This is an optimization exercise on Yosys and OpenROAD, whose aim is small area, a short achievable clock period and few clock cycles per item, not a production implementation. Function was checked by simulation only, so behaviour that the tests miss may differ from the original. No activity file was given, so power comes from the tool's default toggle rates.

Design spiral, start of the top module:
module spiral #(
  parameter DATA_WIDTH = 8,
  parameter R_WIDTH  = 3,
  parameter C_WIDTH  = 3
)
(
  input  logic                  clk,
  input  logic                  rstn,
  input  logic [R_WIDTH-1:0]    row,  
  input  logic [C_WIDTH-1:0]    col,  
  input  logic [DATA_WIDTH-1:0] data_in,
  input  logic                  data_in_valid,
  output logic                  data_in_rdy,
  output logic [DATA_WIDTH-1:0] data_out,
  output logic                  data_out_valid,
  input  logic                  data_out_rdy
);
  localparam int N = 7;
  localparam logic [N-1:0] LO = 7'b0000001;    
  localparam logic [N-1:0] HI = 7'b1000000;    
  function automatic logic [N-1:0] rev(input logic [N-1:0] x);
    for (int k = 0; k < N; k++) rev[k] = x[N-1-k];
  endfunction
  function automatic logic [N-1:0] dec1(input logic [2:0] x);
    dec1 = '0;
    for (int k = 0; k < N; k++) if (x == 3'(k + 1)) dec1[k] = 1'b1;
  endfunction
  ...
Settings: LEC_CHECK=0, CAP_MARGIN=20, CORE_MARGIN=2, CORE_UTILIZATION=50, SETUP_SLACK_MARGIN=4.5, SLEW_MARGIN=20; clock period 7.0 ns.
run.sh (not shown) runs the stock make flow with config.mk's settings and CLKGATE_MAP_FILE= SYNTH_SCRIPT=/design/flow/synth_recipe.tcl, a recipe that flattens the netlist after the stock synthesis.
Testbench counts at the start, summed over its fixed seeds: cycles 9,408, items 8,134.
Edit:
--- a/flow/design.v
+++ b/flow/design.v
@@ -37,13 +37,12 @@
                                 input logic [N-1:0] r1, input logic [N-1:0] c1);
     same = |(r0 & r1) && |(c0 & c1);
   endfunction
   logic [N-1:0] wrow, wcol;
   logic         wo;
   logic         wfire, w_eor, w_eom, first_w;
-  logic         up;             
   assign wfire   = data_in_valid && data_in_rdy;
   logic eor_q, lr_q;
   assign first_w = wo ? (wrow[N-1] && wcol[N-1]) : (wrow[0] && wcol[0]);
   assign w_eor   = first_w ? (col == 3'd1) : eor_q;
   assign w_eom   = w_eor && (first_w ? (row == 3'd1) : lr_q);
   logic [N-1:0] a_col, b_row, b_col, c_rc;
@@ -57,17 +56,13 @@
   localparam logic [1:0] D_R = 2'd0, D_D = 2'd1, D_L = 2'd2, D_U = 2'd3;
   logic         ract, ro, rok;
   logic [N-1:0] rrow, rcol;
   logic [1:0]   rdir;
   logic [2:0]   cnt, hn, vn;    
   logic         rfire, seg_end, rdone;
-  logic r_wcur, byp, rav;
-  assign r_wcur  = ract && same(wrow, wcol, rrow, rcol);
-  assign byp     = !rok && wfire && r_wcur;
-  assign rav     = rok || byp;
-  assign rfire   = rav && (!data_out_valid || data_out_rdy);
+  assign rfire   = rok && (!data_out_valid || data_out_rdy);
   assign seg_end = (cnt == 3'd1);
   assign rdone   = seg_end && (rdir[0] ? (hn == 3'd1) : (vn == 3'd1));
   logic [1:0]   ndir;
   logic [N-1:0] adv_row, adv_col;
   always_comb begin
     ndir = seg_end ? rdir + 2'd1 : rdir;
@@ -92,49 +87,36 @@
   assign rc_b   = rfire && same(rrow, rcol, b_row, b_col);
   assign rc_c   = rfire && same(rrow, rcol, c_rc, c_rc);
   logic fcol_lo, fcol_hi;
   logic w_f_a, w_f_b, w_f_c, w_busy_n;
   assign w_f_a = full_at(wrow, a_col, full) && !rc_a;
   assign w_f_b = full_at(b_row, b_col, full) && !rc_b;
-  assign w_f_c = (full_at(c_rc, c_rc, full) && !rc_c) ||
-                 (same(wrow, wcol, c_rc, c_rc) && !(byp && rfire));
+  assign w_f_c = (full_at(c_rc, c_rc, full) && !rc_c) || same(wrow, wcol, c_rc, c_rc);
   always_comb begin
-    if (!wfire)      w_busy_n = !data_in_rdy && up && !rc_cur;
+    if (!wfire)      w_busy_n = !data_in_rdy && !rc_cur;
     else if (!w_eor) w_busy_n = w_f_a;
     else if (!w_eom) w_busy_n = w_f_b;
     else             w_busy_n = w_f_c;
   end
-  logic [N-1:0] frow, fcol;
-  always_comb
-    for (int k = 0; k < N; k++) begin
-      frow[k] = 1'b0; fcol[k] = 1'b0;
-      for (int i = 0; i < N; i++) begin
-        frow[k] = frow[k] | (rrow[i] && full[i*N + k]);
-        fcol[k] = fcol[k] | (rcol[i] && full[k*N + i]);
-      end
-    end
   logic r_f_adv, r_f_s;
-  assign r_f_adv = (ndir[0] ? |(fcol & adv_row) : |(frow & adv_col)) ||
-                   (wfire && same(wrow, wcol, adv_row, adv_col));
+  assign r_f_adv = full_at(adv_row, adv_col, full) || (wfire && same(wrow, wcol, adv_row, adv_col));
   logic r_full_s;
   assign r_full_s = full_at(s_rc, s_rc, full);
   assign r_f_s    = r_full_s || (wfire && same(wrow, wcol, s_rc, s_rc));
   assign start_ok = r_f_s;
   assign rshape   = r_full_s ? qs[ro_s] : {row, col};
   always_ff @(posedge clk or negedge rstn) begin
     if (!rstn) begin
       wrow <= LO; wcol <= LO; wo <= 1'b0;
       eor_q <= 1'b0; lr_q <= 1'b0;
-      data_in_rdy <= 1'b0;
-      up <= 1'b0;
+      data_in_rdy <= 1'b1;
       ract <= 1'b0; ro <= 1'b0; rok <= 1'b0;
       data_out_valid <= 1'b0;
       full <= '0;
     end else begin
       data_in_rdy <= !w_busy_n;
-      up <= 1'b1;
       if (wfire) begin
         if (!w_eor) begin
           wcol <= a_col;
           eor_q <= a_eor;
           if (first_w) lr_q <= (row == 3'd1);
         end else if (!w_eom) begin
@@ -149,20 +131,20 @@
         if (ract) ro <= ~ro;
         ract <= start_ok;
         rok  <= start_ok;
       end else if (rfire) begin
         rok  <= r_f_adv;
       end else begin
-        rok <= rav;
+        rok <= rok || (wfire && same(wrow, wcol, rrow, rcol));
       end
       if (rfire) data_out_valid <= 1'b1;
       else if (data_out_rdy) data_out_valid <= 1'b0;
       for (int i = 0; i < N; i++)
         for (int j = 0; j < N; j++) begin
-          if (rfire && rrow[i] && rcol[j]) full[i*N+j] <= 1'b0;
-          else if (wfire && wrow[i] && wcol[j]) full[i*N+j] <= 1'b1;
+          if (wfire && wrow[i] && wcol[j]) full[i*N+j] <= 1'b1;
+          else if (rfire && rrow[i] && rcol[j]) full[i*N+j] <= 1'b0;
         end
     end
   end
   always_ff @(posedge clk) begin
     if (wfire && first_w) qs[wo] <= {row, col};
     if (!ract || (rfire && rdone)) begin
@@ -191,9 +173,9 @@
     for (int j = 0; j < N; j++) rdata = rdata | (colv[j] & {DATA_WIDTH{rcol[j]}});
   end
   always_ff @(posedge clk) begin
     for (int i = 0; i < N; i++)
       for (int j = 0; j < N; j++)
         if (wfire && wrow[i] && wcol[j]) mem[i][j] <= data_in;
-    if (rfire) data_out <= rok ? rdata : data_in;
+    if (rfire) data_out <= rdata;
   end
 endmodule
Result:
- synthesized area fell slightly
- final cell count fell slightly
- clock skew barely changes
- hold slack gets worse by 0.044 ns
- power falls by a quarter to a third
- first-iteration DRC count is lower by about a fifth
- worst setup slack got worse by 0.087 ns
- combinational power shrinks by well over a third
- non-clock buffer count grows by 39
- core utilization rises by 1.9 points
Testbench counts after the change, summed over its fixed seeds: cycles 9,507, items 8,134.

[afterwards: timing with drivers on the ports]
The flow's constraints put no driver on any port. The routed layouts listed below were extracted and timed again, unchanged, in two steps. Step 1: set_driving_cell puts a clkbuf_16 on clk and a buf_2 on each other input, an assumption about the parent block. Step 2 times the ports against the registers' clock, not the clock port: input delays grow and output delays shrink by t, the midpoint of the rising clock arrivals with the driver on. a / b / c = ideal ports / drivers / drivers and shift; a / b = the first two.
| run | t, ns | slack for setup (ns) | latest minus earliest clock arrival (ns) | pins driven straight from the clock port |
|---|---|---|---|---|
| the first run | 0.651 | 4.389 / 4.334 / 3.840 | 0.023 / 0.023 | 1 |
| the second run | 0.657 | 4.301 / 4.267 / 3.820 | 0.023 / 0.022 | 1 |
After both steps setup and hold are still met in every run listed. The setup slack of the first run, which loses most, moves by -0.055 ns with the drivers and by -0.549 ns with both steps.
